Source: an optimization exercise on an open RTL-to-GDS flow (aim: small area, a short achievable clock period and few clock cycles per item). Production flows keep margins and buffers that such runs may drop. Only simulation tests tie the RTL to the original design; equivalence was not proved.

==> flow/design.v (outline; a module is shown in full before it is edited, if it fits) <==
// module matrix_multiply_10x10_pipelined: 891 lines
// module mm10_fa: 5 lines
// module mm10_ha: 5 lines
// module mm10_han: 5 lines
// module mm10_xor: 3 lines
module matrix_multiply_10x10_pipelined(
    input wire clk,
    input wire reset,
    input wire start,
    input wire [799:0] A,
    input wire [799:0] B,
    output reg [799:0] C,
    output reg done
);
  // ...
==> flow/run.sh <==
#!/bin/bash
# synth_recipe.tcl (not shown) runs the flow's synth.tcl, then flattens the netlist and writes it again
# the make line also repeats each setting of config.mk as NAME=value (left out here)
make -C /OpenROAD-flow-scripts/flow DESIGN_CONFIG=/design/flow/config.mk WORK_HOME=/design/flow/orfs CLKGATE_MAP_FILE= SYNTH_SCRIPT=/design/flow/synth_recipe.tcl finish
==> flow/config.mk <==
export PLATFORM = sky130hd
export DESIGN_NAME = matrix_multiply_10x10_pipelined
export DESIGN_NICKNAME = matrix_multiply_10x10_pipelined
export VERILOG_FILES = /design/flow/design.v
export SDC_FILE = /design/flow/constraint.sdc
export NUM_CORES = 4
export LEC_CHECK = 0
export CAP_MARGIN = 20
export CORE_AREA = 10 10 490 490
export DIE_AREA = 0 0 500 500
export SLEW_MARGIN = 20
export SYNTH_HIERARCHICAL = 1
==> flow/constraint.sdc <==
create_clock -name core_clock -period 12.0 [get_ports {clk}]
set_input_delay 2.4000 -clock core_clock [delete_from_list [all_inputs] [get_ports {clk}]]
set_output_delay 2.4000 -clock core_clock [all_outputs]
set_load 0.01 [all_outputs]
==> impl_metrics.csv, run 1 <==
group,metric,value,unit
synth,yosysSeqAreaShare,30.38,%
synth,synthCells,9647,
die,die_x,500,um
synth,yosys_warnings,7,
synth,synth_xor_area_share,11.14,%
synth,avgSynthCellArea,11.33,um^2
die,start_util,47.60,%
synth,synth_edf_count,800,
die,fp-row-count,176,
synth,synth-main-ff-cell,"edfxtp_1",
run_status,stop_error,"[ERROR PPL-0024] Number of IO pins (2404) exceeds maximum number of available positions (1812). Increase the die perimeter from 2000.00um to 3269.44um.",
synth,synth-seq-cells,1251,
synth,synth-simple-area-share,12.89,%
synth,synth_compound_area_share,3.314,%
die,die_h,500,um
synth,synthTopCellsByCount,"nand2_1 (3,600), fa_1 (2,130), xor2_1 (1,390)",
synth,synth_nets,13430,
synth,synth_largest_area_cell,"fa_1",
run_status,status,"stopped before the end",
synth,yosysMostFrequentCell,"nand2_1",
run_status,stop_stage,"I/O pin placement",
synth,async_flop_share,2.478,%
synth,ys_types,23,
synth,netlist.area_leader.share,39.00,%
synth,syn_area,109300,um^2
synth,ys_top_cells_by_area,"fa_1 (39%), edfxtp_1 (22%), nand2_1 (12%)",
synth,synthMuxAreaShare,0.08240,%
Testbench counts, summed over its fixed seeds: cycles 576, items 48.
==> inputs of run 2 (changes only) <==
==> flow/flow/run.sh (new file) <==
#!/bin/bash
set -euo pipefail
bash standard.sh SETUP_SLACK_MARGIN=8.5 finish > standard.log 2>&1
==> flow/standard.sh (new file) <==
#!/bin/bash
# synth_recipe.tcl (not shown) runs the flow's synth.tcl, then flattens the netlist and writes it again
# the make line also repeats each setting of config.mk as NAME=value (left out here)
make -C /OpenROAD-flow-scripts/flow DESIGN_CONFIG=/design/flow/config.mk WORK_HOME=/design/flow/orfs CLKGATE_MAP_FILE= SYNTH_SCRIPT=/design/flow/synth_recipe.tcl "${@:-finish}"
removed: flow/run.sh
==> impl_metrics.csv, run 2 <==
group,metric,value,unit
synth,synth_nets,13430,
synth,netlist.area_leader.share,39.00,%
synth,synth-main-ff-cell,"edfxtp_1",
die,die_h,500,um
run_status,stop_error,"[ERROR PPL-0024] Number of IO pins (2404) exceeds maximum number of available positions (1812). Increase the die perimeter from 2000.00um to 3269.44um.",
synth,synth_edf_count,800,
synth,syn_area,109300,um^2
run_status,status,"stopped before the end",
synth,synthTopCellsByCount,"nand2_1 (3,600), fa_1 (2,130), xor2_1 (1,390)",
die,die_x,500,um
synth,synthCells,9647,
synth,ys_types,23,
synth,avgSynthCellArea,11.33,um^2
synth,yosys_warnings,7,
synth,async_flop_share,2.478,%
synth,synth_largest_area_cell,"fa_1",
synth,synth-seq-cells,1251,
synth,yosysSeqAreaShare,30.38,%
synth,yosysMostFrequentCell,"nand2_1",
die,fp-row-count,176,
synth,ys_top_cells_by_area,"fa_1 (39%), edfxtp_1 (22%), nand2_1 (12%)",
die,start_util,47.60,%
run_status,stop_stage,"I/O pin placement",
==> run 2: cell counts after synthesis <==
No cell type changed its count.
==> run 2: kinds of logic after synthesis <==
family,after synthesis,share of synthesized area [%]
DFF,1251,30.38
and+or+nand+nor,3694,12.89
muxes,8,0.08240
adders and majority gates,2180,39.58
AOI/OAI and AO/OA,401,3.314
buffers and inverters,723,2.623
xor gates and xnor gates,1390,11.14
